Background: an optimization exercise with open tools, aiming at small area. Do not read the settings as production practice. In this exercise RTL edits were held to simulation tests only and were not proved equivalent to the original. Power is estimated from default activity; no workload was simulated.

==> design.v <==
module xspi_sopi_slave (
    input  wire        clk,       
    input  wire        rst_n,     
    input  wire        cs_n,      
    output reg [7:0]   io_out,    
    input  wire [7:0]  io_in,     
    output reg         io_oe,     
    output reg         ready,      
    output reg         crc_ca_match,
    output reg         crc_data_match,
    output reg         crc_ca_error,
    output reg         crc_data_error,
    input wire         crc_ca_error_master,
    input wire         crc_data_error_master
);
    reg [3:0] state;          
    localparam STATE_IDLE         = 4'd0;  
    localparam STATE_CMD          = 4'd1;  
    localparam STATE_ADDR         = 4'd2;  
    localparam STATE_RECV_CRC_CA  = 4'd3;  
    localparam STATE_WAIT_LATENCY = 4'd4;  
    localparam STATE_WR_DATA      = 4'd5;  
    localparam STATE_RECV_CRC_DATA= 4'd6;  
    localparam STATE_RD_DATA      = 4'd7;  
    localparam STATE_SEND_CRC_DATA= 4'd8;  
    localparam STATE_DONE         = 4'd9;  
    reg [3:0] byte_cnt;
    reg [2:0] latency_cnt;
    reg [3:0] retransmit_cnt;   
    reg [7:0]  command_reg;
    reg [47:0] addr_reg;
    reg [63:0] data_reg;
    reg [63:0] mem;
    reg crc_ca_clear, crc_ca_enable;
    wire [7:0] crc_ca_out;
    reg [7:0] crc_ca_recv;
    reg crc_data_clear, crc_data_enable;
    wire [7:0] crc_data_out;
    reg [7:0] crc_data_recv;
    reg [7:0] data_for_crc;
    crc8 crc_ca_inst (
        .clk(clk),
        .rst(!rst_n),
        .enable(crc_ca_enable),
        .clear(crc_ca_clear),
        .data_in(data_for_crc),
        .crc_out(crc_ca_out)
    );
    crc8_slave crc_data_inst (
        .clk(clk),
        .rst(!rst_n),
        .enable(crc_data_enable),
        .clear(crc_data_clear),
        .data_in(data_for_crc),
        .crc_out(crc_data_out)
    );
    always @(negedge clk or negedge rst_n) begin
        if (!rst_n) begin
            state       <= STATE_IDLE;
            io_out      <= 8'h00;
            io_oe       <= 1'b0;
            byte_cnt    <= 4'd0;
            latency_cnt <= 3'd0;
            retransmit_cnt <= 4'd0;
            ready       <= 1'b0;
            command_reg <= 8'h00;
            addr_reg    <= 48'h0;
            data_reg    <= 64'h0;
            crc_ca_clear <= 1'b1;
            crc_ca_enable <= 1'b0;
            crc_data_clear <= 1'b1;
            crc_data_enable <= 1'b0;
            crc_ca_match <= 1'b0;
            crc_ca_error <= 1'b0;
            crc_data_match <= 1'b0;
            crc_data_error <= 1'b0;
        end else begin
            crc_ca_enable <= 1'b0;
            crc_data_enable <= 1'b0;
            case (state)
                STATE_IDLE: begin
                    ready <= 0;
                    byte_cnt <= 0;
                    io_oe <= 1'b0;
                    crc_ca_clear <= 1'b1;
                    crc_data_clear <= 1'b1;
                    crc_ca_match <= 1'b0;
                    crc_ca_error <= 1'b0;
                    crc_data_match <= 1'b0;
                    crc_data_error <= 1'b0;
                        state <= STATE_CMD;
                end
                STATE_CMD: begin
                    if (!cs_n) begin
                        command_reg <= io_in;
                        byte_cnt    <= 1;
                        state       <= STATE_ADDR;
                        crc_ca_clear <= 1'b0;
                        crc_ca_enable <= 1'b1;
                        data_for_crc <= io_in;
                    end  
                end
                STATE_ADDR: begin
                    case (byte_cnt)
                        1: begin addr_reg[47:40] <= io_in; data_for_crc <= io_in; end
                        2: begin addr_reg[39:32] <= io_in; data_for_crc <= io_in; end
                        3: begin addr_reg[31:24] <= io_in; data_for_crc <= io_in; end
                        4: begin addr_reg[23:16] <= io_in; data_for_crc <= io_in; end
                        5: begin addr_reg[15:8]  <= io_in; data_for_crc <= io_in; end
                        6: begin addr_reg[7:0]   <= io_in; data_for_crc <= io_in; end
                    endcase
                  if (byte_cnt<=5)
                    crc_ca_enable <= 1'b1;
                  else crc_ca_enable <= 1'b0;
                    crc_ca_clear <= 1'b0;
                    byte_cnt <= byte_cnt + 1;
                    if (byte_cnt == 6) state <= STATE_RECV_CRC_CA;
                end
                STATE_RECV_CRC_CA: begin
                    crc_ca_recv <= io_in;
                    if (io_in == crc_ca_out) begin
                      if (retransmit_cnt < 3) begin
                        crc_ca_match <= 1'b0;
                        crc_ca_error <= 1'b1;
                      end
                      else begin
                        crc_ca_match <= 1'b1;
                        crc_ca_error <= 1'b0;
                      end
                    end else begin
                        crc_ca_match <= 1'b0;
                        crc_ca_error <= 1'b1;
                    end
                    if (command_reg == 8'hFF) begin
                        latency_cnt <= 0;
                        state <= STATE_WAIT_LATENCY;
                    end else if (command_reg == 8'hA5) begin
                        state <= STATE_WR_DATA;
                    end else begin
                        state <= STATE_DONE;
                    end
                end
                STATE_WAIT_LATENCY: begin
                  crc_ca_match<=0;
                    latency_cnt <= latency_cnt + 1;
                    if (latency_cnt == 3'd5) begin
                        data_reg <= mem;
                        byte_cnt <= 7;
                        io_oe    <= 1'b1;
                        state    <= STATE_RD_DATA;
                        crc_data_clear <= 1'b1;
                    end
                end
                STATE_WR_DATA: begin
                  crc_ca_match<=0;
                    case (byte_cnt)
                        7:  begin data_reg[63:56] <= io_in; data_for_crc <= io_in; end
                        8:  begin data_reg[55:48] <= io_in; data_for_crc <= io_in; end
                        9:  begin data_reg[47:40] <= io_in; data_for_crc <= io_in; end
                        10: begin data_reg[39:32] <= io_in; data_for_crc <= io_in; end
                        11: begin data_reg[31:24] <= io_in; data_for_crc <= io_in; end
                        12: begin data_reg[23:16] <= io_in; data_for_crc <= io_in; end
                        13: begin data_reg[15:8]  <= io_in; data_for_crc <= io_in; end
                        14: begin data_reg[7:0]   <= io_in; data_for_crc <= io_in; end
                    endcase
                   if (byte_cnt>=7 && byte_cnt<=13)
                    crc_data_enable <= 1'b1;
                  else crc_data_enable <= 1'b0;
                    crc_data_clear <= 0;
                    byte_cnt <= byte_cnt + 1;
                    if (byte_cnt == 14) state <= STATE_RECV_CRC_DATA;
                end
                STATE_RECV_CRC_DATA: begin
                    crc_data_clear<=0;
                    crc_data_recv <= io_in;
                    if (io_in == crc_data_out) begin
                        crc_data_match <= 1'b1;
                        crc_data_error <= 1'b0;
                    end else begin
                        crc_data_match <= 1'b0;
                        crc_data_error <= 1'b1;
                    end
                    mem <= data_reg;
                    state <= STATE_DONE;
                end
                STATE_RD_DATA: begin
                    case (byte_cnt)
                        7:  begin io_out <= data_reg[63:56]; data_for_crc <= data_reg[63:56]; end
                        8:  begin io_out <= data_reg[55:48]; data_for_crc <= data_reg[55:48]; end
                        9:  begin io_out <= data_reg[47:40]; data_for_crc <= data_reg[47:40]; end
                        10: begin io_out <= data_reg[39:32]; data_for_crc <= data_reg[39:32]; end
                        11: begin io_out <= data_reg[31:24]; data_for_crc <= data_reg[31:24]; end
                        12: begin io_out <= data_reg[23:16]; data_for_crc <= data_reg[23:16]; end
                        13: begin io_out <= data_reg[15:8];  data_for_crc <= data_reg[15:8];  end
                        14: begin io_out <= data_reg[7:0];   data_for_crc <= data_reg[7:0];   end
                    endcase
                  if (byte_cnt>=7 && byte_cnt<=13)
                    crc_data_enable <= 1'b1;
                  else crc_data_enable <= 1'b0;
                    crc_data_clear <= 0;
                    byte_cnt <= byte_cnt + 1;
                  if (byte_cnt == 14) state <= STATE_SEND_CRC_DATA;
                end
                STATE_SEND_CRC_DATA: begin
                    io_out <= crc_data_out;
                    io_oe <= 1'b1;
                    crc_data_enable <= 1'b0;
                    state <= STATE_DONE;
                end
                STATE_DONE: begin
                    crc_data_match <= 1'b0;
                    io_oe <= 1'b0;
                    if ((crc_ca_error_master == 1'b1 || crc_data_error_master == 1'b1 || crc_ca_error == 1'b1 || crc_data_error == 1'b1) && retransmit_cnt < 4'd3) begin
                        byte_cnt <= 4'd0;
                        latency_cnt <= 3'd0;
                        retransmit_cnt <= retransmit_cnt + 1;
                        crc_ca_clear <= 1'b1;
                        crc_data_clear <= 1'b1;
                        crc_ca_match <= 1'b0;
                        crc_ca_error <= 1'b0;
                        crc_data_match <= 1'b0;
                        crc_data_error <= 1'b0;
                        state <= STATE_CMD;
                        ready <= 1'b0;
                    end else begin
                        state <= STATE_IDLE;
                        ready <= 1'b1;
                    end
                end
                default: state <= STATE_IDLE;
            endcase
        end
    end
endmodule
module crc8 (
    input  wire       clk,       
    input  wire       rst,       
    input  wire       enable,    
    input  wire       clear,     
    input  wire [7:0] data_in,   
    output reg  [7:0] crc_out    
);
    parameter POLY = 8'h07;  
    wire [7:0] crc_in = crc_out ^ data_in;
    wire [7:0] stage0 = (crc_in[7]) ? (crc_in << 1) ^ POLY : (crc_in << 1);
    wire [7:0] stage1 = (stage0[7]) ? (stage0 << 1) ^ POLY : (stage0 << 1);
    wire [7:0] stage2 = (stage1[7]) ? (stage1 << 1) ^ POLY : (stage1 << 1);
    wire [7:0] stage3 = (stage2[7]) ? (stage2 << 1) ^ POLY : (stage2 << 1);
    wire [7:0] stage4 = (stage3[7]) ? (stage3 << 1) ^ POLY : (stage3 << 1);
    wire [7:0] stage5 = (stage4[7]) ? (stage4 << 1) ^ POLY : (stage4 << 1);
    wire [7:0] stage6 = (stage5[7]) ? (stage5 << 1) ^ POLY : (stage5 << 1);
    wire [7:0] crc_next = (stage6[7]) ? (stage6 << 1) ^ POLY : (stage6 << 1);
    always @(posedge clk or posedge rst) begin
        if (rst)
            crc_out <= 8'h00;
        else if (clear)
            crc_out <= 8'h00;
        else if (enable)
            crc_out <= crc_next;
    end
endmodule 
module crc8_slave (
    input  wire       clk,       
    input  wire       rst,       
    input  wire       enable,    
    input  wire       clear,     
    input  wire [7:0] data_in,   
    output reg  [7:0] crc_out    
);
    parameter POLY = 8'h07;  
    wire [7:0] crc_in = crc_out ^ data_in;
    wire [7:0] stage0 = (crc_in[7]) ? (crc_in << 1) ^ POLY : (crc_in << 1);
    wire [7:0] stage1 = (stage0[7]) ? (stage0 << 1) ^ POLY : (stage0 << 1);
    wire [7:0] stage2 = (stage1[7]) ? (stage1 << 1) ^ POLY : (stage1 << 1);
    wire [7:0] stage3 = (stage2[7]) ? (stage2 << 1) ^ POLY : (stage2 << 1);
    wire [7:0] stage4 = (stage3[7]) ? (stage3 << 1) ^ POLY : (stage3 << 1);
    wire [7:0] stage5 = (stage4[7]) ? (stage4 << 1) ^ POLY : (stage4 << 1);
    wire [7:0] stage6 = (stage5[7]) ? (stage5 << 1) ^ POLY : (stage5 << 1);
    wire [7:0] crc_next = (stage6[7]) ? (stage6 << 1) ^ POLY : (stage6 << 1);
  always @(negedge clk or posedge rst) begin
        if (rst)
            crc_out <= 8'h00;
        else if (clear)
            crc_out <= 8'h00;
        else if (enable)
            crc_out <= crc_next;
    end
endmodule 
==> run.sh <==
#!/bin/bash
# synth_recipe.tcl (not shown) runs the flow's synth.tcl, then flattens the netlist and writes it again
# the make line also repeats each setting of config.mk as NAME=value (left out here)
make -C /OpenROAD-flow-scripts/flow DESIGN_CONFIG=/design/flow/config.mk WORK_HOME=/design/flow/orfs CLKGATE_MAP_FILE= SYNTH_SCRIPT=/design/flow/synth_recipe.tcl finish
==> config.mk <==
export PLATFORM = sky130hd
export DESIGN_NAME = xspi_sopi_slave
export DESIGN_NICKNAME = xspi_sopi_slave
export VERILOG_FILES = /design/flow/design.v
export SDC_FILE = /design/flow/constraint.sdc
export NUM_CORES = 4
export LEC_CHECK = 0
export CAP_MARGIN = 20
export CORE_MARGIN = 2
export CORE_UTILIZATION = 40
export PLACE_DENSITY = 0.6
export SLEW_MARGIN = 20
==> constraint.sdc <==
create_clock -name core_clock -period 7.0 [get_ports {clk}]
set_input_delay 1.4000 -clock core_clock [delete_from_list [all_inputs] [get_ports {clk}]]
set_output_delay 1.4000 -clock core_clock [all_outputs]
set_load 0.01 [all_outputs]
==> results.txt <==
Psw=1.29 mW; GRT overflow=0; Tot GR Track Use=19.0%; total die area=24100 um^2; max incr delay on CP=0.56 ns; relative slew slack=32.1%; first-pass GRT wire length=35300 um; 1st-iter DRT viols=546; H-tree depth=4; Final GP Congestion=0.764; WS Path Type=register to output port; worst-margin pin slew=1.02 ns; setup violators final=0; RSZ-0062 raised after global routing=no; max-slew violation count=0; Worst Path Required=5.60 ns; Antenna Nets Post-Route=0; DP Cell Count=1088; number of flops mapped to enable cells by yosys=72; Seq pwr share=39.3%; antenna violations before repair=0; Layout Cells excl Fill=1193; CP cell instances=clkdlybuf4s50_1; TritonCTS buffer count=17; CTS tree=done; Ys Warns=3; dpl ws=0.281 ns; area post-placement=9630 um^2; worst-path fanout max=2; vias=6422; Die Wd=155 um; Main synth FF type=dfrtn_1; Design Area, Final=10600 um^2; pin count of the biggest net entering global routing=122; Sw Ratio=34.9%; combinational share of power=27.6%; Int Power=2.39 mW; Via density=5.38; PostCTS Resize Cnt=0; DP HPWL=14100 um; syn_nets=845; Crit path max-delay family=buffers and inverters; first-pass iteration count of the detailed router=5; Clk pwr share=33.1%; final hold vios=0; Crit. End Element=output port; Clock transition at path regs=0.06 ns; core area=22500 um^2; DRC=0; share of post-route cells with drive strength above 1=8.92%; post-CTS setup buffers=0; max_cap viols=0; synth unique cells=68; Final Net Count=917; Site Rows=55; Critical Path Slowest Stage Cell=clkdlybuf4s50_1; total negative slack=0 ns; sequential fraction of the synthesis area=56.9%; hold buffers post-CTS=0; port bufs=26; asr flop ratio synth=62.7%; Die Height=155 um; Critical Path Start Type=register; Top Ports=27; WP buf/inv=1; Core Util, Final=46.9%; clock skew=0.0802 ns; setup ws final=0.661 ns; leak pwr=4.11 nW; final hold slack=0.366 ns; cell count after synthesis=823; clk sinks=193; Syn Area/Cell=11.1 um^2; #FFs+latches synth=193; vias in the first global route=6209; Skew-Pair Late Insertion Delay=0.49 ns; WL/cell=18.3 um; initial core utilization=40.6%; Ant. Diodes=0; arrival time worst endpoint=4.94 ns; Power per Cell Area=348 nW/um^2; PnR Total Power=3.68 mW; area delta synth->final=15.6%; post-synthesis cell area=9130 um^2; status=complete, no violations; Total Wirelength=21900 um; clk buf depth=2; Root Driver=clkbuf_16; Peak supply drop=0.183 mV; Worst Hold Class=register to register
-- placed cells by master (no fill, tap or decap), types with 3 or more instances in the layout --
cell type	instances
a21oi_1	144
dfrtn_1	111
nor2_1	100
inv_1	82
edfxtp_1	72
nand2_1	40
xnor2_1	29
o21ai_0	25
clkdlybuf4s50_1	25
xor2_1	21
clkbuf_16	19
mux2_2	16
and2_1	15
xnor3_1	11
nand3_1	10
a221o_1	9
nor2b_1	9
ha_1	9
nor3_1	8
mux2i_1	8
a22oi_1	8
nand4_1	8
dfrtp_1	8
buf_4	8
nand2b_1	7
a211oi_1	7
a21o_1	6
a21oi_2	6
a22o_1	6
nand3b_1	4
o22ai_1	4
o31ai_1	4
inv_12	4
xnor2_2	3
a222oi_1	3
inv_6	3
clkinv_8	3
inv_8	3
buf_12	3
-- layer usage --
| metal | part of all wire, % | GRT usage, % |
|---|---|---|
| met5 | 0 | 0 |
| met3 | 3.2 | 2.95 |
| met2 | 47 | 29.7 |
| met1 | 48 | 28.0 |
| met4 | 1.2 | 4.32 |
-- path summary, 6_finish.rpt --
path,start,to,slack [ns],cells after the start
setup / recovery,io_out[6]$_DFFE_NN0P_,io_out[6],0.66,1
max in group asynchronous,rst_n,data_reg[17]$_DFFE_NN0P_,1.93,2
hold reg to reg,retransmit_cnt[3]$_DFFE_NN0P_,retransmit_cnt[3]$_DFFE_NN0P_,0.37,0
hold / removal,retransmit_cnt[3]$_DFFE_NN0P_,retransmit_cnt[3]$_DFFE_NN0P_,0.37,0
setup reg to reg,data_for_crc[7]$_DFFE_NP_,crc_ca_inst.crc_out[2]$_DFFE_PN0P_,1.30,5
min in group asynchronous,rst_n,crc_ca_inst.crc_out[5]$_DFFE_PN0P_,1.15,2
-- cell usage after synthesis (9+ instances only) --
master | count | area share (%)
a21oi_1 | 144 | 7.9
a221o_1 | 9 | 0.99
and2_1 | 16 | 1.1
buf_2 | 16 | 0.88
clkbuf_1 | 35 | 1.4
dfrtn_1 | 111 | 30
edfxtp_1 | 72 | 24
ha_1 | 9 | 1.2
inv_1 | 9 | 0.37
mux2_2 | 16 | 2.0
nand2_1 | 40 | 1.6
nand3_1 | 11 | 0.60
nor2_1 | 100 | 4.1
nor2b_1 | 9 | 0.62
o21ai_0 | 25 | 1.4
xnor2_1 | 29 | 2.8
xnor3_1 | 11 | 2.7
xor2_1 | 21 | 2.0
-- power by group through the flow --
| stage | Clock (mW) | Combinational [mW] | Sequential, mW |
|---|---|---|---|
| after global routing | 1.31 | 1.12 | 1.47 |
| after detailed placement | 0.0638 | 1.01 | 1.46 |
| final | 1.22 | 1.02 | 1.44 |
| after CTS | 1.24 | 1.02 | 1.45 |
| after floorplan | 0.0638 | 0.777 | 1.41 |
| after global placement | 0.0638 | 1.01 | 1.46 |
-- cell type report --
cell class / instances / area [um^2]
clock buffer: 19 / 475
timing repair buffer: 36 / 370
clock inverter: 87 / 452
multi-input combinational: 565 / 3680
inverter: 8 / 30.0
tap: 285 / 357
sequential: 193 / 5190
fill: 2084 / 11900
-- logic make-up (layout without fill, tap and decap cells) --
group                      count (synthesis)  after routing  synth area share, %
AOI/OAI and AO/OA                        242            242                 16.0
xor gates and xnor gates                  65             65                 8.22
adders and majority gates                  9              9                 1.23
buffers and inverters                     65            150                 2.97
DFF                                      193            193                 56.9
muxes                                     26             26                 3.10
and+or+nand+nor                          223            223                 11.6
